What follows belongs to an exercise in optimizing a design on an open flow for small area; a production flow would make more cautious choices.
RTL that was checked went through simulation tests only; none was proved equivalent to the original.
For run 3, only the layout was checked, not whether the RTL still works.
Power and IR drop assume default switching activity.

<file path="flow/constraint.sdc">
create_clock -name core_clock -period 10.0 [get_ports {clk}]
set_input_delay 2.0000 -clock core_clock [delete_from_list [all_inputs] [get_ports {clk}]]
set_output_delay 2.0000 -clock core_clock [all_outputs]
set_load 0.01 [all_outputs]
</file>
<file path="flow/flow/run.sh">
#!/bin/bash
# The standard layout (standard.sh) with two changes passed to ORFS through its
# own variables:
# - clock tree: no dummy load cells, one buffer type
# - port buffers: the smallest buffer (the resizer may still upsize them)
set -euo pipefail
export CTS_ARGS="-sink_clustering_enable -repair_clock_nets -dont_use_dummy_load -buf_list sky130_fd_sc_hd__clkbuf_8"
export BUFFER_PORTS_ARGS="-buffer_cell sky130_fd_sc_hd__buf_1"
bash standard.sh finish > standard.log 2>&1
</file>
<file path="flow/standard.sh">
#!/bin/bash
# synth_recipe.tcl (not shown) runs the flow's synth.tcl, then flattens the netlist and writes it again
# the make line also repeats each setting of config.mk as NAME=value (left out here)
make -C /OpenROAD-flow-scripts/flow DESIGN_CONFIG=/design/flow/config.mk WORK_HOME=/design/flow/orfs CLKGATE_MAP_FILE= SYNTH_SCRIPT=/design/flow/synth_recipe.tcl "${@:-finish}"
</file>
<file path="flow/config.mk">
export PLATFORM = sky130hd
export DESIGN_NAME = sensors_handler
export DESIGN_NICKNAME = sensors_handler
export VERILOG_FILES = /design/flow/design.v
export SDC_FILE = /design/flow/constraint.sdc
export NUM_CORES = 4
export LEC_CHECK = 0
export CAP_MARGIN = 20
export CORE_MARGIN = 2
export CORE_UTILIZATION = 40
export SLEW_MARGIN = 20
</file>
<file path="flow/design.v">
module UARTTransmitter(
	input wire clk,
	input wire reset_n,			 
	input wire go,				 
	input wire [7:0] data,		 
	output reg tx,				 
	output wire ready,			 
	output wire pre				 
);
localparam [11:0] BIT_FIRST = 12'h54d;
localparam [11:0] LAST_MASK = 12'hb37;
localparam [11:0] BIT_LAST  = 12'he6e;
reg [11:0] cnt;
wire bit_end = ((cnt & LAST_MASK) == (BIT_LAST & LAST_MASK));
reg [3:0] p;
assign ready = (p[0] & ~p[1] & ~p[2] & p[3]) | (~p[0] & ~p[2] & ~p[3]);
assign pre = (~p[0] & p[1] & ~p[2]);
wire idle = (p[0] & ~p[1] & ~p[2] & p[3]);
wire fb = (p[2] & p[3]) | (p[0] & ~p[2] & ~p[3]) | (~p[0] & p[3]);
wire one = (p[0] & ~p[1] & ~p[2] & p[3]) | (~p[0] & p[1] & ~p[3]) | (~p[0] & ~p[1] & p[2] & p[3]);	 
reg m;
always @(*) begin
	case ({p[3], p[2], p[1]})
		3'd0: m = data[2];
		3'd4: m = data[1];
		3'd2: m = data[0];
		3'd6: m = data[6];
		3'd1: m = data[3];
		3'd5: m = data[7];
		3'd3: m = data[4];
		3'd7: m = data[5];
	endcase
end
always @(posedge clk) begin
	if (ready | bit_end)
		cnt <= BIT_FIRST;
	else
		cnt <= {~cnt[10:0], ~(cnt[11] ^ cnt[10])};
end
always @(posedge clk or negedge reset_n) begin
	if (!reset_n) begin
		p <= 4'b1001;
		tx <= 1'b1;
	end
	else begin
		if ((ready | bit_end) & (~idle | go))
			p <= {p[2:0], fb};
		if (pre)
			tx <= 1'b0;				 
		else if (bit_end)
			tx <= one | m;
	end
end
endmodule
module UARTReceiver (
	input wire clk,
	input wire reset_n,			 
	input wire rx,
	output reg [7:0] data_out,	 
	output wire ready			 
);
localparam [11:0] BIT_FIRST  = 12'h54d;
localparam [11:0] HALF_FIRST = 12'h0dc;
localparam [11:0] LAST_MASK  = 12'hb37;
localparam [11:0] BIT_LAST   = 12'he6e;
reg [3:0] p;
wire idle = (~p[0] & ~p[1] & ~p[2]);
wire stop = (~p[0] & ~p[1] & p[2]);
assign ready = (~p[0] & ~p[1] & ~p[3]);
wire fb = (~p[0] & ~p[2] & ~rx) | (~p[0] & p[1] & ~p[3]) | (p[1] & ~p[2] & p[3]) | (p[0] & ~p[1] & ~p[3]);
reg [11:0] cnt;
wire bit_end = ((cnt & LAST_MASK) == (BIT_LAST & LAST_MASK));
always @(posedge clk) begin
	if (idle)
		cnt <= HALF_FIRST;
	else if (bit_end)
		cnt <= BIT_FIRST;
	else
		cnt <= {~cnt[10:0], ~(cnt[11] ^ cnt[10])};
end
always @(posedge clk) begin
	if (bit_end & ~stop)
		data_out <= {rx, data_out[7:1]};
end
always @(posedge clk or negedge reset_n) begin
	if (!reset_n)
		p <= 4'b0000;
	else if (idle | (bit_end & (rx | ~stop)))
		p <= {p[2:0], fb};
end
endmodule
module sensors_handler(
	input wire clk,
	input wire reset,
	input wire pin_RX,
	output wire LED_TX,
	output wire pin_TX,
	output wire LED_RX
);
reg [7:0] temp;
wire ready_tx;
wire pre_tx;
wire ready_rx;
wire [7:0] data_received;
localparam WAIT 	= 2'b00;
localparam RX 		= 2'b01;
localparam VLD_TX	= 2'b10;
reg [1:0] states;
assign LED_TX = ready_tx;
assign LED_RX = ready_rx;
UARTTransmitter UTX(clk, reset, states[1], temp, pin_TX, ready_tx, pre_tx);
UARTReceiver URx(clk, reset, pin_RX, data_received, ready_rx);
always @(posedge clk) begin
	if (states[0] & ready_rx)
		temp <= data_received;
end
always @(posedge clk or negedge reset) begin
	if (!reset)
		states <= WAIT;
	else begin
		states[0] <= ~(states[1] | ready_rx);
		states[1] <= (states[0] & ready_rx) | (states[1] & ~pre_tx);
	end
end
endmodule
</file>
==> results of run 1 <==
logic make-up after synthesis:
group                     after synthesis  share of synthesized area [%]
and+or+nand+nor                        57                          15.43
muxes                                   5                          2.780
buffers and inverters                  11                          2.501
xor gates and xnor gates                2                         0.9731
DFF                                    51                          68.87
AOI/OAI and AO/OA                      26                          9.451
stage by stage:
stage / utilization [%] / instance area [um^2] / std cells
floorplan: - / 1800 / 152
global placement: 42.59 / 1854 / 202
detailed placement: 42.59 / 1854 / 202
CTS: 44.17 / 1923 / 207
global route: 44.17 / 1923 / 207
finish: 44.17 / 1923 / 207
worst paths after layout:
check | startpoint | to | slack, ns | cells after the start
hold reg to reg | UTX.cnt[7] | UTX.cnt[8] | 0.38 | 1
setup / recovery | UTX.p[3] | LED_TX | 6.46 | 4
max in group asynchronous | reset | URx.p[3] | 7.90 | 1
hold / removal | UTX.cnt[7] | UTX.cnt[8] | 0.38 | 1
setup reg to reg | URx.cnt[0] | URx.data_out[2] | 7.87 | 3
min in group asynchronous | reset | URx.p[2] | 1.68 | 1
routing by layer:
layer  track usage (%)  wire length (um)
met1             16.57              1351
met2             17.55              1209
met3             5.698               140
met4             6.080                57
met5                 0                 0
cell usage after synthesis, drive strengths merged, types with 2 or more instances:
cell type and n:
nand2 19, or3 2, nor4 3, a21oi 9, nor2b 2, buf 3
nand2b 2, dfstp 3, nand4 2, mux2i 5, edfxtp 16, o21ai 6
nor2 17, or4 2, dfrtp 8, nor3 5, a22o 2, clkbuf 4
inv 4, o211ai 3, xor2 2, dfxtp 24
state kept, by name (all words and copies together), names as in the netlist:
register	cells
URx.data_out	8
UTX.p	4
temp	8
UTX.cnt	12
UTX.tx	1
states	2
URx.p	4
URx.cnt	12
layout make-up:
type	instances	area share, %
Sequential cell	51	64.48
Clock buffer	5	3.578
Inverter	4	0.7807
Tap cell	52	3.383
Timing Repair Buffer	5	0.9759
Multi-Input combinational cell	90	26.81
power breakdown:
group / switching (W) / internal, W / total (W)
logic: 0.00000108 / 0.000000176 / 0.00000125
registers: 0 / 0.000213 / 0.000213
clock network: 0.0000580 / 0.0000452 / 0.000103
worst reg2reg max path, delay by kind of cell (launching register included):
kind	cells	cell delay, ns
flops	1	0.31
simple gates	2	0.79
compound gates	1	0.65
==> reports/qor.txt, run 1 <==
hold_buf cts: 0
async set-reset flop share out of synthesis: 21.57%
crit path kind: reg -> out
Initial DRT Pass Iterations: 4
Initial DRC Count: 153
Final Worst Setup Slack: 6.456 ns
Mapped Area: 1800 um^2
Net count, final: 160
most frequent cells in the layout: dfxtp_1 (24), nand2_1 (19), edfxtp_1 (16), nor2_1 (16), a21oi_1 (9)
top-area cell type share of the netlist area: 26.69%
FF/Latch Area: 1240 um^2
Port Buffers: 5
first-pass GRT wire length: 4.747 mm
final worst path period need: 3.544 ns
Tot Pwr: 0.0003170 W
Worst setup EP type: primary output
Top delay family on crit path: flip-flops
later-pin clock latency in the skew report: 0.30 ns
pwr/cell area: 164.8 nW/um^2
Max clock buf depth: 2
dpl ws: 6.788 ns
Post-CTS Resized: 0
Peak VDD IR: 76.58 uV
WL final: 2.759 mm
Starting Density: 41.35%
TritonCTS clock tree: yes
Synth Flop Type: dfxtp_1
antenna violations before repair: 0
Fill cells: 387
Ant. Diodes: 0
core footprint: 4354 um^2
gr ovfl total: 0
sequential fraction of the synthesis area: 68.87%
vias: 1090
Max transition margin: 50.25%
Crit Path Max Fanout: 8
CTS H-tree lvls: 2
syn_area_per_cell: 11.85 um^2
Multi-input gate area: 515.5 um^2
post-synthesis register bit count: 51
Worst path slowest cell: dfstp_2
Cell variety after synth: 33
Fin Hold WS: 0.3790 ns
DRC viols: 0
Worst path max stage delay: 0.60 ns
Synth Instances: 152
final setup vio count: 0
Worst-path clk slew: 0.09 ns
commonest non-fill, non-tap cell in the layout: dfxtp_1
# IOs: 6
Arr. time, crit path: 1.54 ns
Leak: 0.7065 nW
Critical Path Start Type: flip-flop
Die Y-Extent: 71.09 um
status: timing/DRC/antenna clean
Hold WC Path Type: reg -> reg
fmax: 282.2 MHz
Synth area leader: dfxtp_1
largest cells by area after synthesis: dfxtp_1 (27%), edfxtp_1 (27%), dfrtp_1 (11%)
total negative setup slack: 0 ns
pin count of the biggest net entering global routing: 15
Final Wtd Congestion: 0.8968
# clock sinks: 51
Die Area: 5054 um^2
Post-Route Skew: 0.01697 ns
TritonCTS Buffers: 5
Critical Path, Cell by Cell: nor2b_1 > a21oi_1 > inv_1 > buf_1
RSZ-0062 raised after global routing: false
Post-CTS Setup Bufs: 0
Layout area overhead: 6.810%
max cap viols: 0
post-route ant nets: 0
CP bufs+invs: 2
Final Max Slew Viols: 0
period utilization: 35.44%
CP required: 8.00 ns
yosys warns: 3
syn_nets: 155
Tot GR Track Use: 12.56%
Clock Root Buffer: clkbuf_8
vias in the first global route: 1059
HPWL after detailed placement: 1.947 mm
post-DR vias/cell: 5.266
Core Rows: 24
layout cells sized above 1: 7.742%
EDFF count, synth: 16
Avg WL per Cell: 13.33 um
final hold violation count: 0
Worst-Margin Slew: 0.7462 ns
Die X: 71.09 um
==> inputs of run 2 (changes only) <==
--- a/flow/design.v
+++ b/flow/design.v
@@ -14,20 +14,19 @@
 wire bit_end = ((cnt & LAST_MASK) == (BIT_LAST & LAST_MASK));
 reg [3:0] p;
-assign ready = (p[0] & ~p[1] & ~p[2] & p[3]) | (~p[0] & ~p[2] & ~p[3]);
-assign pre = (~p[0] & p[1] & ~p[2]);
-wire idle = (p[0] & ~p[1] & ~p[2] & p[3]);
-wire fb = (p[2] & p[3]) | (p[0] & ~p[2] & ~p[3]) | (~p[0] & p[3]);
-wire one = (p[0] & ~p[1] & ~p[2] & p[3]) | (~p[0] & p[1] & ~p[3]) | (~p[0] & ~p[1] & p[2] & p[3]);	 
+assign ready = (~p[2] & p[3]) | (~p[1] & p[3]);
+assign pre = (~p[2] & p[3]);
+wire idle = (~p[1] & p[3]);
+wire one = (p[3]);	 
 reg m;
 always @(*) begin
-	case ({p[3], p[2], p[1]})
-		3'd0: m = data[2];
-		3'd4: m = data[1];
-		3'd2: m = data[0];
-		3'd6: m = data[6];
-		3'd1: m = data[3];
-		3'd5: m = data[7];
-		3'd3: m = data[4];
-		3'd7: m = data[5];
+	case ({p[2], p[1], p[0]})
+		3'd0: m = data[4];
+		3'd4: m = data[3];
+		3'd2: m = data[2];
+		3'd6: m = data[0];
+		3'd1: m = data[5];
+		3'd5: m = data[1];
+		3'd3: m = data[6];
+		3'd7: m = data[7];
 	endcase
 end
@@ -40,10 +39,10 @@
 always @(posedge clk or negedge reset_n) begin
 	if (!reset_n) begin
-		p <= 4'b1001;
+		p <= 4'b1101;
 		tx <= 1'b1;
 	end
 	else begin
 		if ((ready | bit_end) & (~idle | go))
-			p <= {p[2:0], fb};
+			p <= {(p[2] & p[3]) | (p[0] & p[1] & p[2]), (p[1]), (p[0]), (p[0] & p[1] & ~p[3]) | (~p[0] & p[1] & p[2]) | (~p[1] & ~p[2]) | (~p[1] & p[3])};
 		if (pre)
 			tx <= 1'b0;				 
@@ -65,8 +64,7 @@
 localparam [11:0] BIT_LAST   = 12'he6e;
 reg [3:0] p;
-wire idle = (~p[0] & ~p[1] & ~p[2]);
-wire stop = (~p[0] & ~p[1] & p[2]);
-assign ready = (~p[0] & ~p[1] & ~p[3]);
-wire fb = (~p[0] & ~p[2] & ~rx) | (~p[0] & p[1] & ~p[3]) | (p[1] & ~p[2] & p[3]) | (p[0] & ~p[1] & ~p[3]);
+wire idle = (p[0] & p[1] & p[3]);
+wire stop = (~p[1] & p[3]);
+assign ready = (p[0] & p[1] & p[2] & p[3]);
 reg [11:0] cnt;
 wire bit_end = ((cnt & LAST_MASK) == (BIT_LAST & LAST_MASK));
@@ -85,7 +83,7 @@
 always @(posedge clk or negedge reset_n) begin
 	if (!reset_n)
-		p <= 4'b0000;
+		p <= 4'b1111;
 	else if (idle | (bit_end & (rx | ~stop)))
-		p <= {p[2:0], fb};
+		p <= {(p[0] & p[3]) | (~p[0] & p[1] & ~p[2]), (p[1]), (p[0]), (~p[0] & p[1] & ~p[3]) | (p[0] & p[3] & rx) | (~p[2] & ~p[3])};
 end
 endmodule
==> run 2 against run 1 <==
Against the previous run: still clean on timing, DRC and antenna; power is 29% higher; synthesized cell count is 7.9% lower; register-to-register slack worse by 0.04 ns; via count is 6.2% lower; die area is 2.1% lower; count of clock-buffer cells in the layout stayed put; cell area is 1.6% lower; clock skew is 0.012 ns higher; sequential power is 28% higher; clock power hardly changed; setup slack better by 0.068 ns; core utilization is 0.082 points lower.
==> reports/qor.txt, run 2 <==
Die X: 70.34 um (-1.1%)
commonest non-fill, non-tap cell in the layout: dfxtp_1
crit path kind: reg -> out
Ant. Diodes: 0 (unchanged)
post-route ant nets: 0 (unchanged)
Worst path slowest cell: dfstp_2
RSZ-0062 raised after global routing: false
yosys warns: 3 (unchanged)
Max transition margin: 50.88% (+0.62 points)
Crit Path Max Fanout: 8 (unchanged)
first-pass GRT wire length: 4.747 mm (unchanged)
Synth Area in Adders: 0% (unchanged)
worst hold start: UTX.cnt[7]
Arr. time, crit path: 1.48 ns (-0.06 ns)
crit path launch: URx.p[0]
layout cells sized above 1: 12.41% (+4.7 points)
later-pin clock latency in the skew report: 0.30 ns (about the same)
Starting Density: 41.00% (-0.35 points)
main combinational cell family by area after synthesis: simple AND/OR/NAND/NOR gates
FF-to-FF setup slack: 7.83 ns (-0.04 ns)
Final Worst Setup Slack: 6.525 ns (+0.06849 ns)
Die Y-Extent: 70.34 um (-1.1%)
TritonCTS Buffers: 5 (unchanged)
Top delay family on crit path: flip-flops
Simple-Gate Fraction of Synth Area: 12.79% (-2.6 points)
core footprint: 4294 um^2 (-1.4%)
Hold Path Sink: UTX.cnt[8]
met2 GRT Util: 18.24% (+0.69 points)
Max clock buf depth: 2 (unchanged)
Core Rows: 24 (unchanged)
Layout Utilization: 44.09% (-0.082 points)
Avg WL per Cell: 13.73 um (+3.0%)
final hold violation count: 0 (unchanged)
largest cells by area after synthesis: dfxtp_1 (27%), edfxtp_1 (27%), dfstp_2 (12%)
# IOs: 6 (unchanged)
total negative setup slack: 0 ns (unchanged)
vias: 1022 (-6.2%)
Clock Root Buffer: clkbuf_8
Post-Route Skew: 0.02869 ns (+0.01172 ns)
Synth Flop Type: dfxtp_1
top-area cell type share of the netlist area: 27.29% (+0.61 points)
Hold Path Depth: 1 (unchanged)
final worst path period need: 3.475 ns (-0.06849 ns)
vias in the first global route: 1006 (-5.0%)
Die Area: 4948 um^2 (-2.1%)
gr ovfl total: 0 (unchanged)
Cell variety after synth: 37 (+12%)
count leader, synth: dfxtp_1
max cap viols: 0 (unchanged)
syn_area_per_cell: 12.57 um^2 (+6.2%)
RR Startpoint: URx.cnt[0]
Initial DRT Pass Iterations: 4 (unchanged)
post-DR vias/cell: 5.188 (-1.5%)
sequential fraction of the synthesis area: 70.79% (+1.9 points)
Tot GR Track Use: 12.55% (about the same)
Net count, final: 150 (-6.3%)
Synth Area in Compound Gates: 10.66% (+1.2 points)
fmax: 287.7 MHz (+2.0%)
HPWL after detailed placement: 1.961 mm (+0.75%)
hold_buf cts: 0 (unchanged)
status: timing/DRC/antenna clean
DRC viols: 0 (unchanged)
most frequent cells in the layout: dfxtp_1 (24), nor2_1 (17), edfxtp_1 (16)
post-synthesis register bit count: 51 (unchanged)
Peak VDD IR: 99.19 uV (+30%)
Synth Area in XOR/XNOR: 0.9950% (+0.022 points)
Hold WC Path Type: reg -> reg
proportion of synthesized area in mux cells: 2.559% (-0.22 points)
Post-synth top cells: dfxtp_1 (24), nor2_1 (17), edfxtp_1 (16)
Synth Instances: 140 (-7.9%)
CTS H-tree lvls: 2 (unchanged)
syn_nets: 143 (-7.7%)
Mapped Area: 1760 um^2 (-2.2%)
R2R depth: 3 (unchanged)
M3 GR Usage: 5.051% (-0.65 points)
Synth area leader: dfxtp_1
Tot Pwr: 0.0004082 W (+29%)
Final Wtd Congestion: 0.7533 (-16%)
async set-reset flop share out of synthesis: 21.57% (unchanged)
Worst-path clk slew: 0.10 ns (about the same)
Fin Hold WS: 0.3742 ns (-0.004715 ns)
pwr/cell area: 215.6 nW/um^2 (+31%)
Initial DRC Count: 38 (-75%)
period utilization: 34.75% (-0.68 points)
antenna violations before repair: 0 (unchanged)
final setup vio count: 0 (unchanged)
CP required: 8.00 ns (about the same)
Post-CTS Setup Bufs: 0 (unchanged)
largest registers: URx.cnt x12, UTX.cnt x12
EDFF count, synth: 16 (unchanged)
global route hottest layer: met2
Worst setup EP type: primary output
Port Buffers: 5 (unchanged)
Worst path max stage delay: 0.59 ns (about the same)
Post-CTS Resized: 0 (unchanged)
Final Max Slew Viols: 0 (unchanged)
endpoint of the worst-slack reg-to-reg timing path: URx.data_out[2]
Worst-Margin Slew: 0.7369 ns (-0.009357 ns)
met1 usage: 16.29% (-0.28 points)
TritonCTS clock tree: yes
Leak: 0.7176 nW (+1.6%)
CP bufs+invs: 1 (-1)
pin count of the biggest net entering global routing: 18 (+3)
Critical Path, Cell by Cell: and3_1 > and2_1 > buf_1
# clock sinks: 51 (unchanged)
Critical Path Start Type: flip-flop
WL final: 2.705 mm (-2.0%)
Layout area overhead: 7.534%
dpl ws: 6.828 ns (+0.03975 ns)
[run 2: changes by cell type in the layout (fill, tap and decap cells not counted), moves of 3 or more]
cell / change
dfrtp_1: -5
dfstp_2: +5
mux2i_1: -5
nand2_1: -6
o211ai_1: -3
[run 2: cell families after synthesis]
family / Yosys count
and+or+nand+nor: 47
DFF: 51
xor gates and xnor gates: 2
AOI/OAI and AO/OA: 28
buffers and inverters: 10
muxes: 2
[run 2: worst max path at each step]
stage,cells after the start,to
final,3,LED_RX
after global routing,3,LED_RX
after CTS,3,LED_RX
after detailed placement,3,LED_RX
after global placement,3,LED_RX
after floorplan,3,LED_RX
[run 2: layout make-up]
cell class | instances | area [um^2]
inverters | 5 | 18.77
repair buffers | 5 | 18.77
well taps | 52 | 65.06
multi-input cells | 79 | 475.5
flip-flops and latches | 51 | 1246
fillers | 399 | 2401
clock buffers | 5 | 68.82
[run 2: metal layers]
metal  vias to the layer above  routed length [um]
met5                         -                   0
met2                        21                1204
li1                        509                   -
met4                         0                  74
met3                         8                 120
met1                       484                1305
[run 2: worst reg2reg max path: cells and delay by family (launching register included)]
kind | cells | cell delay (ns)
AND/OR/NAND/NOR | 2 | 0.82
flip-flops | 1 | 0.32
AO/OA/AOI/OAI | 1 | 0.65
[run 2: power by group]
part / switching, W / internal (W) / leakage, nW / total, W
registers: 0.0000222 / 0.000250 / 0.465 / 0.000272
logic: 0.0000179 / 0.0000155 / 0.216 / 0.0000335
clock network: 0.0000571 / 0.0000452 / 0.0359 / 0.000102
[run 2: stage by stage]
stage,instance area (um^2),instances
after floorplan,1760,140
after detailed placement,1824,192
after CTS,1893,197
after global placement,1824,192
final,1893,197
after global routing,1893,197
==> inputs of run 3 (changes only) <==
==> flow/design.v (replaced) <==
module UARTTransmitter(
	input wire clk,				 
	input wire reset,
	input wire start,			 
	input wire [7:0] data,		 
	output reg tx,				 
	output reg valid_tx			 
);
reg [12:0] cnt;
wire bit_start = (cnt == 2604);  
reg [3:0] bit_num;
wire wait_state = (bit_num == 4'hf);
always @(posedge clk or posedge reset) begin
	if (reset)
		cnt <= 13'b0;
	else if (start && wait_state)
		cnt <= 13'b0;
	else if (bit_start)
		cnt <= 13'b0;
	else
		cnt <= cnt + 13'b1;
end
always @(posedge clk or posedge reset) begin
	if (reset) begin
		bit_num <= 4'hf;
		tx <= 1'b1;
		valid_tx <= 1'b1;
	end
	else if (start && wait_state) begin
		bit_num <= 4'h0;
		tx <= 1'b0;				 
		valid_tx <= 1'b0;
	end
	else if (bit_start) begin
		case (bit_num)
		4'h0: begin				 
			bit_num <= 4'h1;
			tx <= data[0];		 
		end
		4'h1: begin
			bit_num <= 4'h2;
			tx <= data[1];
		end
		4'h2: begin
			bit_num <= 4'h3;
			tx <= data[2];
		end
		4'h3: begin
			bit_num <= 4'h4;
			tx <= data[3];
		end
		4'h4: begin
			bit_num <= 4'h5;
			tx <= data[4];
		end
		4'h5: begin
			bit_num <= 4'h6;
			tx <= data[5];
		end
		4'h6: begin
			bit_num <= 4'h7;
			tx <= data[6];
		end
		4'h7: begin
			bit_num <= 4'h8;
			tx <= data[7];
		end
		4'h8: begin				 
			bit_num <= 4'h9;
			tx <= 1'b1;
		end
		default: begin
			bit_num <= 4'hf;
			valid_tx <= 1'b1;
		end
		endcase
	end
end
endmodule
module UARTReceiver (
    input wire clk,
    input wire reset,
    input wire rx,
    output reg [7:0] data_out,
    output reg data_ready
);
localparam IDLE = 2'b00;
localparam START_BIT = 2'b01;
localparam DATA_BITS = 2'b10;
localparam STOP_BIT = 2'b11;
reg [3:0] bit_counter;
reg [7:0] shift_reg;
reg [1:0] state;
wire start = (rx == 1'b0);
reg [15:0] uart_clk_cnt;
wire uart_clk = (uart_clk_cnt == 2604);	 
reg only_first;
wire offset_clk = (uart_clk_cnt == 1302);  
always @(posedge clk or posedge reset) begin
	if (reset) begin
		uart_clk_cnt <= 16'b0;
		only_first <= 1'b0;
	end
	else if (start & (state == IDLE)) begin
		uart_clk_cnt <= 16'b0;
		only_first <= 1'b1;
	end
	else if (offset_clk & only_first) begin
		uart_clk_cnt <= 16'b0;
		only_first <= 1'b0;
	end
	else if (uart_clk)
		uart_clk_cnt <= 16'b0;
	else
		uart_clk_cnt <= uart_clk_cnt + 16'b1;
end
always @(posedge clk or posedge reset) begin
    if (reset) begin
        state <= IDLE;
        bit_counter <= 0;
        shift_reg <= 0;
        data_ready <= 1;
    end 
    else begin
        case (state)
            IDLE: begin
                data_ready <= 1'b1;
                if (start) begin
					data_ready <= 1'b0;
                    state <= START_BIT;
                end
            end
            START_BIT: begin
                if (offset_clk) begin
                    state <= DATA_BITS;
                    bit_counter <= 0;
                end
            end
            DATA_BITS: begin
                if (uart_clk) begin
                    shift_reg[bit_counter] <= rx;
                    if (bit_counter == 7) begin
                        state <= STOP_BIT;
                    end 
                    else begin
                        bit_counter <= bit_counter + 4'b1;
                    end
                end
            end
            STOP_BIT: begin
                if (uart_clk) begin
					if (rx) begin
						data_out <= shift_reg;
						state <= IDLE;
					end
				end
            end
        endcase
    end
end
endmodule
module sensors_handler(
	input wire clk,
	input wire reset,
	input wire pin_RX,
	output wire LED_TX,
	output wire pin_TX,
	output wire LED_RX
);
wire not_reset = !reset;
reg start;
reg [7:0] temp;
wire start_wire = start;
wire [7:0] data_transmitt = temp;
wire ready_tx;
assign LED_TX = ready_tx;
UARTTransmitter UTX(clk, not_reset, start_wire, data_transmitt, pin_TX, ready_tx);
wire [7:0] data_received;
wire ready_rx;
assign LED_RX = ready_rx;
UARTReceiver URx(clk, not_reset, pin_RX, data_received, ready_rx);
localparam WAIT 	= 2'b00; 		 
localparam RX 		= 2'b01;		 
localparam VLD_TX	= 2'b10;		 
localparam TX 		= 2'b11;		 
reg [1:0] states;
always @(posedge clk or posedge not_reset) begin
	if (not_reset) begin
		start <= 1'b0;
		temp <= 8'b0;
		states <= WAIT;
	end
	else begin
		case (states)
		WAIT: begin
			if (!ready_rx) begin
				states <= RX;
			end
		end
		RX: begin
			if (ready_rx) begin
				temp <= data_received;
				states <= VLD_TX;
			end
		end
		VLD_TX: begin
			if (ready_tx) begin
				start <= 1'b1;
				states <= TX;
			end
		end
		TX: begin
			start <= 1'b0;
			if (ready_tx) begin
				states <= WAIT;
			end
		end
		endcase
	end
end
endmodule
==> flow/run.sh (new file) <==
#!/bin/bash
# synth_recipe.tcl (not shown) runs the flow's synth.tcl, then flattens the netlist and writes it again
# the make line also repeats each setting of config.mk as NAME=value (left out here)
make -C /OpenROAD-flow-scripts/flow DESIGN_CONFIG=/design/flow/config.mk WORK_HOME=/design/flow/orfs CLKGATE_MAP_FILE= SYNTH_SCRIPT=/design/flow/synth_recipe.tcl finish
removed: flow/flow/run.sh
removed: flow/standard.sh
==> run 3 against run 2 <==
Against the previous run: critical path depth down 2; clock skew down 0.017 ns; maximum frequency up 0.13%; sequential power up 27%; synthesized cell count rose to 2.5 times the previous value; die area up 100%; count of clock-buffer cells in the layout up 5; flip-flop and latch count up 19; combinational power rose to 6.0 times the previous value.
==> reports/qor.txt, run 3 <==
status: timing/DRC/antenna clean
hold_buf cts: 0 (unchanged)
final worst path period need: 3.471 ns (-0.004610 ns)
Initial DRT Pass Iterations: 4 (unchanged)
Final Wtd Congestion: 0.8011 (+6.3%)
Post-synth top cells: dfrtp_1 (55), nor2_1 (42), nand2_1 (21)
Post-CTS Setup Bufs: 0 (unchanged)
Post-CTS Resized: 0 (unchanged)
Synth area leader: dfrtp_1
Arr. time, crit path: 1.47 ns (about the same)
async set-reset flop share out of synthesis: 88.57% (+67 points)
Ant. Diodes: 0 (unchanged)
Layout area overhead: 10.00%
count leader, synth: dfrtp_1
DRC viols: 0 (unchanged)
Avg WL per Cell: 13.76 um (+0.20%)
sequential fraction of the synthesis area: 48.80% (-22 points)
Final Max Slew Viols: 0 (unchanged)
HPWL after detailed placement: 4.563 mm (+130%)
Fin Hold WS: 0.4479 ns (+0.07365 ns)
CTS H-tree lvls: 3 (+1)
Worst path max stage delay: 0.59 ns (about the same)
core footprint: 9109 um^2 (+110%)
Max clock buf depth: 2 (unchanged)
Critical Path Start Type: flip-flop
Tot GR Track Use: 14.39% (+1.8 points)
syn_area_per_cell: 10.48 um^2 (-17%)
Worst path slowest cell: dfstp_2
Top delay family on crit path: flip-flops
Synth Instances: 352 (+150%)
layout cells sized above 1: 11.78% (-0.63 points)
Worst setup EP type: primary output
Mapped Area: 3690 um^2 (+110%)
total negative setup slack: 0 ns (unchanged)
post-route ant nets: 0 (unchanged)
Synth Flop Type: dfrtp_1
Die Y-Extent: 100.0 um (+42%)
Die Area: 10010 um^2 (+100%)
largest cells by area after synthesis: dfrtp_1 (37%), ha_1 (6.8%), edfxtp_1 (6.5%)
TritonCTS Buffers: 9 (+4)
syn_nets: 375 (+160%)
FF/Latch Area: 1800 um^2 (+44%)
RSZ-0062 raised after global routing: false
Fill cells: 896 (+120%)
final hold violation count: 0 (unchanged)
fmax: 288.1 MHz (+0.13%)
max cap viols: 0 (unchanged)
Initial DRC Count: 46 (+21%)
largest registers: URx.uart_clk_cnt x16, UTX.cnt x13
CP Depth: 1 (-2)
WL final: 6.549 mm (+140%)
Leak: 1.793 nW (+150%)
CP required: 8.00 ns (about the same)
final setup vio count: 0 (unchanged)
Cell variety after synth: 55 (+49%)
Worst-Margin Slew: 0.7951 ns (+0.05823 ns)
Core Rows: 35 (+46%)
vias in the first global route: 2508 (+150%)
vias: 2528 (+150%)
later-pin clock latency in the skew report: 0.34 ns (+0.04 ns)
max reg flops: 16
Port Buffers: 5 (unchanged)
Net count, final: 383 (+160%)
Multi-input gate area: 1782 um^2 (+270%)
Starting Density: 40.51% (-0.49 points)
antenna violations before repair: 0 (unchanged)
Layout Utilization: 44.56% (+0.48 points)
CP bufs+invs: 1 (unchanged)
Crit Path Max Fanout: 4 (-4)
Hold Path Depth: 0 (-1)
post-DR vias/cell: 5.311 (+2.4%)
Worst-path clk slew: 0.07 ns (-0.03 ns)
Die X: 100.0 um (+42%)
post-synthesis register bit count: 70 (+37%)
Hold WC Path Type: reg -> reg
yosys warns: 3 (unchanged)
# clock sinks: 70 (+37%)
# IOs: 6 (unchanged)
first-pass GRT wire length: 11.61 mm (+140%)
commonest non-fill, non-tap cell in the layout: dfrtp_1
R2R depth: 3 (unchanged)
Clock Root Buffer: clkbuf_8
TritonCTS clock tree: yes
top-area cell type share of the netlist area: 37.30% (+10 points)
gr ovfl total: 0 (unchanged)
crit path kind: reg -> out
pwr/cell area: 195.5 nW/um^2 (-9.3%)
Peak VDD IR: 102.3 uV (+3.1%)
largest register by flop count: URx.uart_clk_cnt
Critical Path, Cell by Cell: clkdlybuf4s50_1
period utilization: 34.71% (-0.046 points)
Max transition margin: 46.99% (-3.9 points)
EDFF count, synth: 8 (-8)
pin count of the biggest net entering global routing: 64 (+46)
most frequent cells in the layout: dfrtp_1 (55), nor2_1 (42), nand2_1 (21)
Post-Route Skew: 0.01162 ns (-0.01706 ns)
[run 3: cell types whose count changed in the layout (fill, tap and decap cells not counted), moves of 14 or more]
cell / change
dfrtp_1: +52
nor2_1: +25
dfxtp_1: -24
ha_1: +20
nand3_1: +19
inv_1: +14
mux2_2: +14
[run 3: layer usage]
metal	GRT usage [%]	up-vias	wire length, um
met4	3.793	0	40
met5	0	-	0
met2	23.34	31	3049
met3	3.969	4	208
met1	19.15	1228	3251
li1	-	1265	-
[run 3: path summary, 6_finish.rpt]
path / slack [ns] / start / to
max: 6.53 / URx.data_ready / LED_RX
min: 0.45 / URx.shift_reg[0] / URx.data_out[0]
max in group asynchronous: 7.64 / reset / URx.shift_reg[3]
min in group asynchronous: 1.81 / reset / UTX.cnt[9]
max reg2reg: 7.38 / URx.uart_clk_cnt[12] / URx.data_out[1]
min reg2reg: 0.45 / URx.shift_reg[0] / URx.data_out[0]
[run 3: kinds of logic (layout without fill, tap and decap cells)]
group / after synthesis / after routing / share of synthesized area [%]
simple gates: 148 / 148 / 21.06
flops: 70 / 70 / 48.80
compound gates: 46 / 46 / 9.902
buf+inv: 28 / 41 / 2.916
xor+xnor: 23 / 23 / 5.459
fa+ha+maj: 20 / 20 / 6.782
mux: 17 / 17 / 5.086
[run 3: layout make-up]
| cell class | instances | share of cell area (%) |
|---|---|---|
| Clock buffer | 10 | 3.144 |
| Tap cell | 111 | 3.422 |
| Timing Repair Buffer | 6 | 1.295 |
| Clock inverter | 6 | 2.127 |
| Multi-Input combinational cell | 254 | 43.90 |
| Inverter | 19 | 1.757 |
| Sequential cell | 70 | 44.36 |
[run 3: power by group]
part	leakage [nW]	switching, W	internal (W)
logic	0.801	0.000108	0.0000924
registers	0.884	0.0000295	0.000317
clock network	0.108	0.000106	0.000140
[run 3: per-stage QoR]
stage	cells	cell area (um^2)	total power [W]	worst slack (ns)
after CTS	476	4059	0.0008054	6.495
final	476	4059	0.0007936	6.529
after global routing	476	4059	0.0008453	6.318
after global placement	460	3845	0.0005482	6.223
after floorplan	352	3690	0.0005016	6.887
after detailed placement	460	3845	0.0005557	6.185

re-timing with driven ports:
In the flow no input, the clock included, has a driving cell. The finished layouts below were timed again as built, in two steps. Step 1 sets driving cells, clkbuf_16 on the clock port and buf_2 on the other inputs (assumed; they add their load-dependent delay and slew). Step 2 moves the port delays by t, midway between the first and last clock arrival at a register: inputs arrive t later, outputs are due t later. That takes back most of the time a late clock gives input paths. Three values: ideal ports, drivers, drivers and shift; two values: the first two.
run | t (ns) | setup slack, ns | clock arrival spread, ns
run 1 | 0.314 | 6.456 / 6.430 / 6.743 | 0.017 / 0.017
run 2 | 0.315 | 6.525 / 6.499 / 6.813 | 0.029 / 0.029
run 3 | 0.365 | 6.529 / 6.499 / 6.174 | 0.013 / 0.013
After both steps setup and hold are still met in every run listed. For run 3, which loses most, drivers alone change the setup slack by -0.030 ns; drivers and shift together by -0.355 ns.
